Source: an optimization exercise on an open RTL-to-GDS flow (aim: small area, a short achievable clock period and few clock cycles). Production flows keep margins and buffers that such runs may drop. The RTL was checked by simulation tests, not by an equivalence proof against the original design.

==> 04-20 <==
==> flow/design.v (excerpt) <==
module muldiv_unit (
    input               clk,
    input               resetn,
    input               req_valid,
    output              req_ready,
    input       [2:0]   req_op,      
    input       [31:0]  req_a,
    input       [31:0]  req_b,
    input       [31:0]  req_hi,      
    input       [31:0]  req_lo,
    output              resp_valid,
    output      [31:0]  resp_hi,
    output      [31:0]  resp_lo
);
==> module Divider16t, before the edit <==
module Divider16t (
    input               clk,
    input               resetn,
    input               start,       
    input               sgn,         
    input       [31:0]  a,
    input       [31:0]  b,
    output              idle,        
    output              wr,          
    output      [63:0]  res          
);
    localparam S_IDLE = 2'd0, S_ITER = 2'd1, S_POST = 2'd2;
    reg [1:0]   state;
    reg [3:0]   cnt;
    reg [31:0]  rr, qq;          
    reg [31:0]  dd;              
    reg [33:0]  d3;              
    reg         q_neg, r_neg;
    function [5:0] clz32;
        input [31:0] v;
        integer i;
        reg found;
        begin
            clz32 = 6'd32;
            found = 1'b0;
            for (i = 31; i >= 0; i = i - 1)
                if (!found && v[i]) begin
                    clz32 = 31 - i;
                    found = 1'b1;
                end
        end
    endfunction
    wire        a_neg = sgn & a[31];
    wire        b_neg = sgn & b[31];
    wire [31:0] aa = a_neg ? -a : a;
    wire [31:0] ab = b_neg ? -b : b;
    wire [5:0]  za = clz32(aa);
    wire [5:0]  zb = clz32(ab);
    wire        qzero = za > zb;                 
    wire [5:0]  nq = zb - za + 6'd1;             
    wire [3:0]  kq0 = (nq + 6'd3) >> 2;          
    wire [3:0]  kq = kq0[3] ? 4'd8 : kq0;
    wire [2:0]  sh = 3'd0 - kq[2:0];             
    wire [63:0] w0 = {32'd0, aa} << {sh, 2'b00};
    function [33:0] r4;      
        input [31:0] r;
        input [1:0]  nb;
        input [31:0] d;
        input [33:0] dx3;
        reg [33:0] x;
        reg [34:0] t1, t2, t3;
        begin
            x  = {r, nb};
            t1 = {1'b0, x} - {3'b0, d};
            t2 = {1'b0, x} - {2'b0, d, 1'b0};
            t3 = {1'b0, x} - {1'b0, dx3};
            if (!t3[34])      r4 = {t3[31:0], 2'd3};
            else if (!t2[34]) r4 = {t2[31:0], 2'd2};
            else if (!t1[34]) r4 = {t1[31:0], 2'd1};
            else              r4 = {x[31:0], 2'd0};
        end
    endfunction
    wire [33:0] st1 = r4(rr, qq[31:30], dd, d3);
    wire [33:0] st2 = r4(st1[33:2], qq[29:28], dd, d3);
    assign idle = state == S_IDLE;
    assign wr   = (start && qzero) || state == S_POST;
    wire [31:0] rem_f = r_neg ? -rr : rr;
    wire [31:0] quo_f = q_neg ? -qq : qq;
    assign res  = state == S_POST ? {rem_f, quo_f} : {a, 32'd0};
    always @(posedge clk) begin
        if (!resetn) begin
            state <= S_IDLE;
        end
        else begin
            case (state)
                S_IDLE: if (start && !qzero) state <= S_ITER;
                S_ITER: if (cnt == 4'd1) state <= S_POST;
                default: state <= S_IDLE;
            endcase
        end
    end
    always @(posedge clk) begin
        if (state == S_IDLE) begin
            cnt   <= kq;
            rr    <= w0[63:32];
            qq    <= w0[31:0];
            dd    <= ab;
            d3    <= {2'b0, ab} + {1'b0, ab, 1'b0};
            q_neg <= a_neg ^ b_neg;
            r_neg <= a_neg;
        end
        else if (state == S_ITER) begin
            cnt   <= cnt - 4'd1;
            rr    <= st2[33:2];
            qq    <= {qq[27:0], st1[1:0], st2[1:0]};
        end
    end
endmodule
==> module muldiv_unit, before the edit <==
module muldiv_unit (
    input               clk,
    input               resetn,
    input               req_valid,
    output              req_ready,
    input       [2:0]   req_op,      
    input       [31:0]  req_a,
    input       [31:0]  req_b,
    input       [31:0]  req_hi,      
    input       [31:0]  req_lo,
    output              resp_valid,
    output      [31:0]  resp_hi,
    output      [31:0]  resp_lo
);
    reg         ir_valid;
    reg [2:0]   ir_op;
    reg [31:0]  ir_a, ir_b, ir_hi, ir_lo;
    reg         out_valid;
    reg [63:0]  out_res;
    wire        ir_div = !ir_op[2] && ir_op[1];
    wire        ir_sgn = !ir_op[0];
    wire        ir_sub = ir_op[2] && ir_op[1];
    wire        div_idle, div_wr;
    wire [63:0] div_res, mac_res;
    wire        mul_issue = ir_valid && !ir_div && div_idle;
    wire        div_issue = ir_valid &&  ir_div && div_idle;
    wire        consume   = mul_issue || div_issue;
    assign req_ready  = !ir_valid || consume;
    assign resp_valid = out_valid;
    assign resp_hi    = out_res[63:32];
    assign resp_lo    = out_res[31:0];
    always @(posedge clk) begin
        if (!resetn) begin
            ir_valid  <= 1'b0;
            out_valid <= 1'b0;
        end
        else begin
            ir_valid  <= req_ready ? req_valid : ir_valid;
            out_valid <= mul_issue || div_wr;
        end
    end
    always @(posedge clk) begin
        if (req_ready) begin
            ir_op <= req_op;
            ir_a  <= req_a;
            ir_b  <= req_b;
            ir_hi <= req_op[2] ? req_hi : 32'd0;
            ir_lo <= req_op[2] ? req_lo : 32'd0;
        end
        out_res <= div_wr ? div_res : mac_res;
    end
    MultDiv u_mac (
        .a   ( ir_a            ),
        .b   ( ir_b            ),
        .x   ( {ir_hi, ir_lo}  ),
        .sgn ( ir_sgn          ),
        .sub ( ir_sub          ),
        .p   ( mac_res         )
    );
    Divider16t u_div (
        .clk    ( clk       ),
        .resetn ( resetn    ),
        .start  ( div_issue ),
        .sgn    ( ir_sgn    ),
        .a      ( ir_a      ),
        .b      ( ir_b      ),
        .idle   ( div_idle  ),
        .wr     ( div_wr    ),
        .res    ( div_res   )
    );
endmodule
Settings: LEC_CHECK=0, CAP_MARGIN=20, CORE_MARGIN=2, CORE_UTILIZATION=40, SLEW_MARGIN=20; clock period 20.0 ns.
run.sh (not shown) runs the stock make flow with config.mk's settings and CLKGATE_MAP_FILE= SYNTH_SCRIPT=/design/flow/synth_recipe.tcl, a recipe that flattens the netlist after the stock synthesis.
==> inputs of 12-19, as changes to 04-20 <==
--- a/flow/design.v
+++ b/flow/design.v
@@ -6,11 +6,12 @@
     input               sgn,         
     input       [31:0]  a,
     input       [31:0]  b,
+    input               take,        
     output              idle,        
-    output              wr,          
+    output              done,        
     output      [63:0]  res          
 );
-    localparam S_IDLE = 2'd0, S_ITER = 2'd1, S_POST = 2'd2;
+    localparam S_IDLE = 2'd0, S_ITER = 2'd1, S_DONE = 2'd2;
     reg [1:0]   state;
     reg [3:0]   cnt;
     reg [31:0]  rr, qq;          
@@ -63,32 +64,35 @@
     endfunction
     wire [33:0] st1 = r4(rr, qq[31:30], dd, d3);
     wire [33:0] st2 = r4(st1[33:2], qq[29:28], dd, d3);
+    wire        load = start && (state == S_IDLE || (state == S_DONE && take));
     assign idle = state == S_IDLE;
-    assign wr   = (start && qzero) || state == S_POST;
-    wire [31:0] rem_f = r_neg ? -rr : rr;
-    wire [31:0] quo_f = q_neg ? -qq : qq;
-    assign res  = state == S_POST ? {rem_f, quo_f} : {a, 32'd0};
+    assign done = state == S_DONE;
+    assign res  = {(rr ^ {32{r_neg}}) + {31'd0, r_neg},
+                   (qq ^ {32{q_neg}}) + {31'd0, q_neg}};
     always @(posedge clk) begin
         if (!resetn) begin
             state <= S_IDLE;
         end
+        else if (load) begin
+            state <= qzero ? S_DONE : S_ITER;
+        end
         else begin
             case (state)
-                S_IDLE: if (start && !qzero) state <= S_ITER;
-                S_ITER: if (cnt == 4'd1) state <= S_POST;
-                default: state <= S_IDLE;
+                S_ITER: if (cnt == 4'd1) state <= S_DONE;
+                S_DONE: if (take) state <= S_IDLE;
+                default: ;
             endcase
         end
     end
     always @(posedge clk) begin
-        if (state == S_IDLE) begin
+        if (load) begin
             cnt   <= kq;
-            rr    <= w0[63:32];
-            qq    <= w0[31:0];
+            rr    <= qzero ? a : w0[63:32];
+            qq    <= qzero ? 32'd0 : w0[31:0];
             dd    <= ab;
             d3    <= {2'b0, ab} + {1'b0, ab, 1'b0};
-            q_neg <= a_neg ^ b_neg;
-            r_neg <= a_neg;
+            q_neg <= !qzero && (a_neg ^ b_neg);
+            r_neg <= !qzero && a_neg;
         end
         else if (state == S_ITER) begin
             cnt   <= cnt - 4'd1;
@@ -3233,28 +3237,40 @@
     reg         ir_valid;
     reg [2:0]   ir_op;
     reg [31:0]  ir_a, ir_b, ir_hi, ir_lo;
-    reg         out_valid;
-    reg [63:0]  out_res;
+    reg         or_full;         
+    reg         or_wait;         
+    reg [63:0]  or_res;
     wire        ir_div = !ir_op[2] && ir_op[1];
     wire        ir_sgn = !ir_op[0];
     wire        ir_sub = ir_op[2] && ir_op[1];
-    wire        div_idle, div_wr;
+    wire        div_idle, div_done;
     wire [63:0] div_res, mac_res;
-    wire        mul_issue = ir_valid && !ir_div && div_idle;
-    wire        div_issue = ir_valid &&  ir_div && div_idle;
+    wire        or_resp   = or_full && !or_wait;
+    wire        div_resp  = div_done && !or_resp;
+    wire        mul_issue = ir_valid && !ir_div && (!or_full || or_resp);
+    wire        div_issue = ir_valid &&  ir_div && (div_idle || div_resp);
     wire        consume   = mul_issue || div_issue;
+    wire        div_busy  = div_issue || !(div_idle || div_resp);
     assign req_ready  = !ir_valid || consume;
-    assign resp_valid = out_valid;
-    assign resp_hi    = out_res[63:32];
-    assign resp_lo    = out_res[31:0];
+    assign resp_valid = or_resp || div_resp;
+    assign resp_hi    = div_resp ? div_res[63:32] : or_res[63:32];
+    assign resp_lo    = div_resp ? div_res[31:0]  : or_res[31:0];
     always @(posedge clk) begin
         if (!resetn) begin
-            ir_valid  <= 1'b0;
-            out_valid <= 1'b0;
+            ir_valid <= 1'b0;
+            or_full  <= 1'b0;
+            or_wait  <= 1'b0;
         end
         else begin
-            ir_valid  <= req_ready ? req_valid : ir_valid;
-            out_valid <= mul_issue || div_wr;
+            ir_valid <= req_ready ? req_valid : ir_valid;
+            if (mul_issue) begin
+                or_full <= 1'b1;
+                or_wait <= div_busy;
+            end
+            else begin
+                if (or_resp) or_full <= 1'b0;
+                if (div_resp) or_wait <= 1'b0;
+            end
         end
     end
     always @(posedge clk) begin
@@ -3265,7 +3281,8 @@
             ir_hi <= req_op[2] ? req_hi : 32'd0;
             ir_lo <= req_op[2] ? req_lo : 32'd0;
         end
-        out_res <= div_wr ? div_res : mac_res;
+        if (mul_issue)
+            or_res <= mac_res;
     end
     MultDiv u_mac (
         .a   ( ir_a            ),
@@ -3282,8 +3299,9 @@
         .sgn    ( ir_sgn    ),
         .a      ( ir_a      ),
         .b      ( ir_b      ),
+        .take   ( div_resp  ),
         .idle   ( div_idle  ),
-        .wr     ( div_wr    ),
+        .done   ( div_done  ),
         .res    ( div_res   )
     );
 endmodule
==> impl_metrics.csv <==
group,metric,value,unit
synthesis,ys_seq_area_share,16.27,%
critical_path,crit_end,"u_div.rr[8]$_DFFE_PP_",
outcome,status,"timing/DRC/antenna clean",
floorplanning,dieArea,146700,um2
global_route,grt_use_total,31.07,%
route,drt_iter0_drc,6142,
[end of results for 04-20]
==> impl_metrics.csv <==
group,metric,value,unit
critical_path,crit_family,"simple AND/OR/NAND/NOR gates",
route,drt_iter0_drc,6108,
floorplanning,dieArea,150600,um2
critical_path,crit_end,"u_div.rr[11]$_DFFE_PP_",
outcome,status,"timing/DRC/antenna clean",
floorplanning,die_w,388.0,um
[end of results for 12-19]
Testbench counts of 04-20, summed over its fixed seeds: cycles 6,101.
Testbench counts of 12-19, summed over its fixed seeds: cycles 5,426.

[what the ideal ports hide]
How much do the figures lean on ideal ports? The routed layouts below were timed once more, with nothing changed but the port constraints. Step 1, drivers: a clkbuf_16 drives clk and a buf_2 each remaining input, both assumed. Step 2, shift: input delay + t, output delay - t, t = (earliest + latest rising clock arrival at the registers) / 2. This alone moves slack from input paths to output paths. a / b / c = ideal / step 1 / step 2; a / b = the first two.
run | shift t [ns] | setup slack, ns | slew at the worst register clock pin (ns) | worst slew at a driven data input, ns
04-20 | 0.738 | 9.931 / 9.931 / 9.931 | 0.07 / 0.07 | 0.07
12-19 | 0.695 | 9.385 / 9.385 / 9.385 | 0.07 / 0.07 | 0.05
After both steps setup and hold are still met in every run listed.
